Background: an optimization exercise with open tools, aiming at small area, a short achievable clock period and few clock cycles per item. Do not read the settings as production practice.
The RTL was checked by simulation tests, not by an equivalence proof against the original design.

Design Divider_Modulo, start of the top module:
module Divider_Modulo (clk, reset, mode, valid_in, divisor, dividend, result, valid_out);
Size: ~0.018 mm2 of cells after synthesis.
export LEC_CHECK = 0
export ABC_AREA = 1
export CAP_MARGIN = 20
export CORE_MARGIN = 2
export CORE_UTILIZATION = 40
export SLEW_MARGIN = 20
export SYNTH_HIERARCHICAL = 1
create_clock -name core_clock -period 25.0 [get_ports {clk}]
standard.sh (not shown) runs the stock make flow with config.mk's settings and CLKGATE_MAP_FILE= SYNTH_SCRIPT=/design/flow/synth_recipe.tcl, a recipe that flattens the netlist after the stock synthesis.
==> flow/flow/run.sh <==
#!/bin/bash
set -euo pipefail
bash standard.sh synth > synth.log 2>&1
bash standard.sh SETUP_SLACK_MARGIN=14 TNS_END_PERCENT=0 SKIP_INCREMENTAL_REPAIR=1 finish > layout.log 2>&1
The baseline ran to the end with no violations.
Testbench counts at the start, summed over its fixed seeds: cycles 8,000, items 4,000.
Rerun with:
==> flow/flow/run.sh (replaced) <==
#!/bin/bash
# Own layout flow: the standard synthesis unchanged, then the standard
# layout with these changes:
#  - ports are buffered with buf_2 cells instead of the slow delay buffers the
#    default port buffering picks;
#  - timing repair works to a setup slack margin of 13.7 ns (worst endpoint
#    only), so that after clock tree synthesis it speeds up the critical paths
#    although every path already meets the 25 ns clock;
set -euo pipefail
bash standard.sh synth > synth.log 2>&1
bash standard.sh "BUFFER_PORTS_ARGS=-buffer_cell sky130_fd_sc_hd__buf_2" \
  SETUP_SLACK_MARGIN=13.7 TNS_END_PERCENT=0 SKIP_INCREMENTAL_REPAIR=1 finish > layout.log 2>&1
Count of clock-buffer cells in the layout came out higher by 1.
Final area came out lower by 4.5%.
Clock skew is lower by 0.0057 ns.
Rerun with:
==> flow/flow/run.sh (replaced) <==
#!/bin/bash
# Own layout flow: the standard synthesis unchanged, then the standard
# layout with these changes:
#  - ports are buffered with buf_2 cells instead of the slow delay buffers the
#    default port buffering picks;
#  - timing repair works to a setup slack margin of 14.3 ns (worst endpoint
#    only), so that after clock tree synthesis it speeds up the critical paths
#    although every path already meets the 25 ns clock;
set -euo pipefail
bash standard.sh synth > synth.log 2>&1
bash standard.sh "BUFFER_PORTS_ARGS=-buffer_cell sky130_fd_sc_hd__buf_2" \
  SETUP_SLACK_MARGIN=14.3 TNS_END_PERCENT=0 SKIP_INCREMENTAL_REPAIR=1 finish > layout.log 2>&1
First-iteration DRC count goes up by about 3.2%.
Core utilization came out higher by 1.2 points.
Rerun with:
==> flow/flow/run.sh (replaced) <==
#!/bin/bash
set -euo pipefail
bash standard.sh synth > synth.log 2>&1
bash standard.sh SETUP_SLACK_MARGIN=14 TNS_END_PERCENT=0 finish > layout.log 2>&1
Non-clock buffer count is higher by 77. Wire length is higher by roughly a tenth. Maximum frequency is lower slightly. Via count is higher by a few percent. Synthesized area does not change. Worst hold slack barely changes. Cell count is higher by a few percent. Die area is unchanged.
Rerun with:
==> flow/flow/run.sh (replaced) <==
#!/bin/bash
set -euo pipefail
bash standard.sh synth > synth.log 2>&1
bash standard.sh SETUP_SLACK_MARGIN=13.5 TNS_END_PERCENT=0 SKIP_INCREMENTAL_REPAIR=1 finish > layout.log 2>&1
Effect: Setup slack loses 0.56 ns; final cell count came out lower by a few percent; fmax came out lower by a few percent; register-to-register slack loses 1.1 ns.
Rerun with:
==> flow/run.sh (new file) <==
#!/bin/bash
# synth_recipe.tcl (not shown) runs the flow's synth.tcl, then flattens the netlist and writes it again
# the make line also repeats each setting of config.mk as NAME=value (left out here)
make -C /OpenROAD-flow-scripts/flow DESIGN_CONFIG=/design/flow/config.mk WORK_HOME=/design/flow/orfs CLKGATE_MAP_FILE= SYNTH_SCRIPT=/design/flow/synth_recipe.tcl finish
removed: flow/flow/run.sh
removed: flow/standard.sh
=> Cell count stays flat; design area is lower by 0.54%; worst hold slack is about the same; flip-flop and latch count is unchanged; clock-buffer cell count is unchanged; critical path depth falls by 1.

* * *

Starting RTL as in the previous note.
clock: 25.0 ns
lec_check: 0
abc_area: 1
cap_margin: 20
core_margin: 2
core_utilization: 65
place_density: 0.8
slew_margin: 20
synth_hierarchical: 1
run.sh (not shown) runs the stock make flow with config.mk's settings and CLKGATE_MAP_FILE= SYNTH_SCRIPT=/design/flow/synth_recipe.tcl, a recipe that flattens the netlist after the stock synthesis.
Stock flow here: none of the scripts above is used.
The starting point completed with no timing, DRC or antenna violations.
Testbench counts at the start, summed over its fixed seeds: cycles 8,000, items 4,000.
Next try:
==> flow/flow/run.sh (new file) <==
#!/bin/bash
# Own layout flow: the standard synthesis unchanged, then the standard
# layout with these changes:
#  - ports are buffered with buf_2 cells instead of the slow delay buffers the
#    default port buffering picks;
#  - timing repair works to a setup slack margin of 14 ns (worst endpoint
#    only), so that after clock tree synthesis it speeds up the critical paths
#    although every path already meets the 25 ns clock;
set -euo pipefail
bash standard.sh synth > synth.log 2>&1
bash standard.sh "BUFFER_PORTS_ARGS=-buffer_cell sky130_fd_sc_hd__buf_2" \
  SETUP_SLACK_MARGIN=14 TNS_END_PERCENT=0 SKIP_INCREMENTAL_REPAIR=1 finish > layout.log 2>&1
==> flow/standard.sh (new file) <==
#!/bin/bash
# synth_recipe.tcl (not shown) runs the flow's synth.tcl, then flattens the netlist and writes it again
# the make line also repeats each setting of config.mk as NAME=value (left out here)
make -C /OpenROAD-flow-scripts/flow DESIGN_CONFIG=/design/flow/config.mk WORK_HOME=/design/flow/orfs CLKGATE_MAP_FILE= SYNTH_SCRIPT=/design/flow/synth_recipe.tcl "${@:-finish}"
--- a/flow/config.mk
+++ b/flow/config.mk
@@ -10,4 +10,3 @@
 export CORE_MARGIN = 2
-export CORE_UTILIZATION = 65
-export PLACE_DENSITY = 0.8
+export CORE_UTILIZATION = 40
 export SLEW_MARGIN = 20
removed: flow/run.sh
Result: Sequential cell count does not change; count of clock-buffer cells in the layout increases by 1; routed wire length decreases by about 4.7%; die area increases by 61%; critical path depth increases by 5; hold slack stays flat; final area increases by 0.53%; maximum frequency increases by about 14%.
Next try:
==> flow/flow/run.sh (replaced) <==
#!/bin/bash
set -euo pipefail
bash standard.sh synth > synth.log 2>&1
bash standard.sh SETUP_SLACK_MARGIN=15 TNS_END_PERCENT=0 SKIP_INCREMENTAL_REPAIR=1 finish > layout.log 2>&1
After rerunning: Register-to-register slack improves by 0.66 ns. Sequential share of layout area goes down by 1.2 points. First-iteration DRC count goes up by 25%. Hold slack hardly moves. Design area goes up by 18%. Fmax goes up by 4.6%. Core utilization goes up by 7.4 points. Critical path depth goes up by 8. Die area is unchanged. Area after synthesis is unchanged.
Next try:
==> flow/flow/run.sh (replaced) <==
#!/bin/bash
# Own layout flow: the standard synthesis unchanged, then the standard
# layout with these changes:
#  - ports are buffered with buf_4 cells instead of the slow delay buffers the
#    default port buffering picks;
#  - timing repair works to a setup slack margin of 14 ns (worst endpoint
#    only), so that after clock tree synthesis it speeds up the critical paths
#    although every path already meets the 25 ns clock;
set -euo pipefail
bash standard.sh synth > synth.log 2>&1
bash standard.sh "BUFFER_PORTS_ARGS=-buffer_cell sky130_fd_sc_hd__buf_4" \
  SETUP_SLACK_MARGIN=14 TNS_END_PERCENT=0 SKIP_INCREMENTAL_REPAIR=1 finish > layout.log 2>&1
Outcome: Worst setup slack degrades by 0.46 ns. Final area goes down by 14%. Register-to-register slack degrades by 0.57 ns. Clock skew goes down by 0.0051 ns. Global-route usage goes down by 4.9 points. Area after synthesis does not change. Wire length goes down by 20%. Sequential share of layout area goes up by 1.1 points. Hold slack barely changes.

afterwards: timing with drivers on the ports:
Ports are ideal in the flow. The routed layouts listed here were re-timed in OpenROAD.
Step 1: set_driving_cell puts a clkbuf_16 on clk and a buf_2 on each other input, an assumption about the parent block.
Step 2 adds t to the input delays and takes it off the output delays; t is the mean of the earliest and latest rising clock arrival at the registers after step 1. Input paths then give back, and output paths get back, about the clock's delay inside the block.
Three values: ideal, step 1, step 2; two values: the first two.
run	t, ns	setup slack, ns	hold slack, ns	latest minus earliest clock arrival (ns)	cell pins on the clock port's net
the first run of note 1	0.439	13.973 / 13.987 / 13.564	0.329 / 0.329 / 0.329	0.023 / 0.023	1
the second run of note 1	0.435	13.740 / 13.688 / 13.402	0.328 / 0.328 / 0.328	0.017 / 0.018	1
the third run of note 1	0.442	14.293 / 14.260 / 13.858	0.328 / 0.328 / 0.328	0.018 / 0.018	1
the fourth run of note 1	0.442	14.131 / 14.085 / 13.700	0.329 / 0.329 / 0.329	0.025 / 0.025	1
the fifth run of note 1	0.438	13.569 / 13.550 / 13.162	0.330 / 0.330 / 0.330	0.023 / 0.023	1
the sixth run of note 1	0.435	12.688 / 12.714 / 12.278	0.330 / 0.330 / 0.330	0.023 / 0.023	1
the first run of note 2	0.410	12.554 / 12.507 / 12.177	0.330 / 0.330 / 0.330	0.009 / 0.010	1
the second run of note 2	0.435	14.043 / 13.992 / 13.672	0.329 / 0.329 / 0.329	0.018 / 0.018	1
the third run of note 2	0.444	14.528 / 14.543 / 14.101	0.330 / 0.330 / 0.330	0.024 / 0.023	1
the fourth run of note 2	0.439	14.070 / 14.019 / 13.672	0.329 / 0.329 / 0.329	0.017 / 0.017	1
After both steps every run listed still meets setup and hold. The setup slack of the third run of note 1, which loses most, moves by -0.033 ns with the drivers and by -0.435 ns with both steps.
